This design comes from an exercise in tuning for small area and a short achievable clock period on the open sky130 flow, not from production work.
Power figures rest on the tool's default switching activity, not on a simulated workload.

## P
==> module arbiter, before the edit <==
module arbiter
  #(
    parameter NUM_REQ = 64
  ) (
    input clk,
    input rst,
    input [NUM_REQ-1:0] req,
    output reg [NUM_REQ-1:0] grant
  );
  localparam W  = $clog2(NUM_REQ);
  localparam BW = 3;                
  localparam B  = 1 << BW;          
  localparam NB = NUM_REQ / B;      
  reg [W-1:0] last;
  wire [W-BW-1:0] wh = last[W-1:BW];
  wire [BW-1:0]   wl = last[BW-1:0];
  reg [NB-1:0] h;           
  reg [B-1:0]  l;           
  reg [B-1:0]  le;          
  reg [NB-1:0] mt;          
  reg [NUM_REQ:0] x;        
  reg [NB-1:0] g;           
  reg [NB:0] pg, pm;        
  reg [NB-1:0] cb;          
  reg cw;
  reg [NB-1:0] a;
  reg [B-1:0] z;
  reg [NB-1:0] bg;
  reg [B-1:0] lg;
  reg any;
  reg [W-1:0] nxt;
  integer i, b, k;
  always @(*) begin
    for (b = 0; b < NB; b = b + 1) begin
      h[b]  = (wh == b);
      mt[b] = (b >= wh);
    end
    for (k = 0; k < B; k = k + 1) begin
      l[k]  = (wl == k);
      le[k] = (k <= wl);
    end
    for (b = 0; b < NB; b = b + 1) begin
      x[b*B] = 1'b0;
      for (k = 0; k < B; k = k + 1)
        x[b*B+k+1] = (x[b*B+k] | req[b*B+k]) & ~(h[b] & l[k]);
      g[b] = x[b*B+B];
    end
    pg[0] = 1'b0;
    pm[0] = 1'b0;
    for (b = 0; b < NB; b = b + 1) begin
      pg[b+1] = pg[b] | g[b];
      pm[b+1] = pm[b] | (g[b] & mt[b]);
    end
    cw = pg[NB];
    for (b = 0; b < NB; b = b + 1)
      cb[b] = mt[b] ? pm[b] : (pm[NB] | pg[b]);
    for (b = 0; b < NB; b = b + 1)
      a[b] = cb[b] & ~h[b];
    for (k = 0; k < B; k = k + 1)
      z[k] = cw & le[k];
    for (b = 0; b < NB; b = b + 1)
      for (k = 0; k < B; k = k + 1)
        grant[b*B+k] = req[b*B+k] & ~x[b*B+k] & ~a[b] & ~(h[b] & z[k]);
    for (b = 0; b < NB; b = b + 1)
      bg[b] = |grant[b*B +: B];
    for (k = 0; k < B; k = k + 1) begin
      lg[k] = 1'b0;
      for (b = 0; b < NB; b = b + 1)
        lg[k] = lg[k] | grant[b*B+k];
    end
    any = |req;
    nxt = '0;
    for (b = 0; b < NB; b = b + 1)
      if (bg[b]) nxt[W-1:BW] = nxt[W-1:BW] | b[W-BW-1:0];
    for (k = 0; k < B; k = k + 1)
      if (lg[k]) nxt[BW-1:0] = nxt[BW-1:0] | k[BW-1:0];
  end
  always @(posedge clk) begin
    if (rst) last <= '0;
    else if (any) last <= nxt;
  end
endmodule
clock: 50.0 ns
lec_check: 0
cap_margin: 20
core_margin: 2
core_utilization: 40
slew_margin: 20
standard.sh (not shown) runs the stock make flow with config.mk's settings and CLKGATE_MAP_FILE= SYNTH_SCRIPT=/design/flow/synth_recipe.tcl, a recipe that flattens the netlist after the stock synthesis.
==> flow/flow/run.sh <==
#!/bin/bash
# Own layout flow: the standard ORFS flow, with two changes:
#  - synthesis maps the logic with an area-oriented ABC script (flow/area.abc)
#    instead of ORFS's speed/area scripts; everything else in synthesis is the
#    standard script (synth_recipe.tcl), so registers keep their names and cells;
#  - port buffers use the smallest buffer, sky130_fd_sc_hd__buf_1.
# Each step's output goes to a log file in the work folder.
set -euo pipefail
here=$(pwd)
flowdir=$here/flow
# synthesis script: synth_recipe.tcl with the abc call pointed at our script
{
  echo "proc abc {args} {"
  echo "  set i [lsearch -exact \$args -script]"
  echo "  if {\$i >= 0} { set args [lreplace \$args \$i [expr {\$i+1}] -script $flowdir/area.abc] }"
  echo "  set i [lsearch -exact \$args -D]"
  echo "  if {\$i >= 0} { set args [lreplace \$args \$i [expr {\$i+1}]] }"
  echo "  yosys abc {*}\$args"
  echo "}"
  cat "$here/synth_recipe.tcl"
} > "$here/own_synth.tcl"
sed "s#SYNTH_SCRIPT=[^ ]*#SYNTH_SCRIPT=$here/own_synth.tcl#" "$here/standard.sh" > "$here/own_standard.sh"
export BUFFER_PORTS_ARGS="-buffer_cell sky130_fd_sc_hd__buf_1"
bash "$here/own_standard.sh" synth > "$here/synth.log" 2>&1
bash "$here/own_standard.sh" floorplan > "$here/floorplan.log" 2>&1
bash "$here/own_standard.sh" place > "$here/place.log" 2>&1
bash "$here/own_standard.sh" cts > "$here/cts.log" 2>&1
bash "$here/own_standard.sh" route > "$here/route.log" 2>&1
bash "$here/own_standard.sh" finish > "$here/finish.log" 2>&1
==> flow/flow/area.abc <==
strash
&get -n
&st
&dch -f
&nf -R 1000
&put
The following lists how Q was set up differently from P:
==> flow/design.v <==
module arbiter
  #(
    parameter NUM_REQ = 64
  ) (
    input clk,
    input rst,
    input [NUM_REQ-1:0] req,
    output reg [NUM_REQ-1:0] grant
  );
  localparam W  = $clog2(NUM_REQ);
  localparam BW = 3;                
  localparam B  = 1 << BW;          
  localparam NB = NUM_REQ / B;      
  localparam LNB = W - BW;
  reg [W-1:0] last;
  wire [W-BW-1:0] wh = last[W-1:BW];
  wire [BW-1:0]   wl = last[BW-1:0];
  reg [NB-1:0] h;           
  reg [B-1:0]  l;           
  reg [B-1:0]  le;          
  reg [NB-1:0] mt;          
  reg [NUM_REQ:0] x;        
  reg [NB-1:0] g, gm;       
  reg [NB-1:0] sg [0:LNB];  
  reg [NB-1:0] sm [0:LNB];  
  reg [NB-1:0] cb;          
  reg cw, mall;
  reg [NB-1:0] bg;
  reg [B-1:0] lg;
  reg any;
  reg [W-1:0] nxt;
  integer i, b, k, s;
  always @(*) begin
    for (b = 0; b < NB; b = b + 1) begin
      h[b]  = (wh == b);
      mt[b] = (b >= wh);
    end
    for (k = 0; k < B; k = k + 1) begin
      l[k]  = (wl == k);
      le[k] = (k <= wl);
    end
    for (b = 0; b < NB; b = b + 1) begin
      x[b*B] = 1'b0;
      for (k = 0; k < B; k = k + 1)
        x[b*B+k+1] = (x[b*B+k] | req[b*B+k]) & ~(h[b] & l[k]);
      g[b] = x[b*B+B];
      gm[b] = g[b] & mt[b];
    end
    sg[0] = g;
    sm[0] = gm;
    for (s = 0; s < LNB; s = s + 1) begin
      sg[s+1] = sg[s];
      sm[s+1] = sm[s];
      for (b = 0; b < NB; b = b + 1)
        if (b & (1 << s)) begin
          sg[s+1][b] = sg[s][b] | sg[s][(b >> s << s) - 1];
          sm[s+1][b] = sm[s][b] | sm[s][(b >> s << s) - 1];
        end
    end
    cw = sg[LNB][NB-1];
    mall = sm[LNB][NB-1];
    cb[0] = mall;
    for (b = 1; b < NB; b = b + 1)
      cb[b] = mt[b] ? sm[LNB][b-1] : (mall | sg[LNB][b-1]);
    for (b = 0; b < NB; b = b + 1)
      for (k = 0; k < B; k = k + 1)
        grant[b*B+k] = req[b*B+k] & ~x[b*B+k] & ~(h[b] ? (cw & le[k]) : cb[b]);
    for (b = 0; b < NB; b = b + 1)
      bg[b] = |grant[b*B +: B];
    for (k = 0; k < B; k = k + 1) begin
      lg[k] = 1'b0;
      for (b = 0; b < NB; b = b + 1)
        lg[k] = lg[k] | grant[b*B+k];
    end
    any = |req;
    nxt = '0;
    for (b = 0; b < NB; b = b + 1)
      if (bg[b]) nxt[W-1:BW] = nxt[W-1:BW] | b[W-BW-1:0];
    for (k = 0; k < B; k = k + 1)
      if (lg[k]) nxt[BW-1:0] = nxt[BW-1:0] | k[BW-1:0];
  end
  always @(posedge clk) begin
    if (rst) last <= '0;
    else if (any) last <= nxt;
  end
endmodule
--- outcome ---
- Q and P ended up with roughly the same sequential share of layout area.
- From P to Q the numbers moved as follows: part of the power in registers saw an increase, wire length on met2 went down, met1 routing resource usage after global routing went down 2.7 points, die outline width now sits higher.
- Comparing Q against P, there is no change at all in number of failing hold endpoints at the final stage.
- Relative to P, the synthesized cell count measured on Q has increased slightly.
- Relative to P, post-route fraction of the period consumed by the critical path has decreased by 1.6 points in Q.
- Q against P: average cell area after synthesis shows no meaningful change, standby leakage power up 1.3%.
- In Q the area added between synthesis and finish turned out 0.95 points lower than in P.
- Cmp Q vs P: setup slack higher in Q
- Q drops fewer vias than P.
- Q: PASS, flow complete, no timing, DRC or antenna violations
- Q vs P: total power down by a little under 10%
No run of this note included a check of the RTL's function; only the layout flow was run.

-- port drivers added, routing unchanged --
Ports are ideal in the flow. The routed layouts listed here were re-timed in OpenROAD. Step 1: set_driving_cell puts a clkbuf_16 on clk and a buf_2 on each other input, an assumption about the parent block. Step 2, shift: input delay + t, output delay - t, t = (earliest + latest rising clock arrival at the registers) / 2. This alone moves slack from input paths to output paths. a / b / c = ideal / step 1 / step 2; a / b = the first two.
| run | shift t [ns] | setup WS [ns] | clock arrival spread, ns | slew at the worst register clock pin (ns) |
|---|---|---|---|---|
| P | 0.243 | 24.729 / 24.709 / 24.709 | 0.001 / 0.001 | 0.04 / 0.04 |
| Q | 0.251 | 25.545 / 25.524 / 25.524 | 0.000 / 0.000 | 0.04 / 0.04 |
After both steps every run listed still meets setup and hold. The setup slack of Q, which loses most, moves by -0.021 ns with the drivers and by -0.021 ns with both steps.
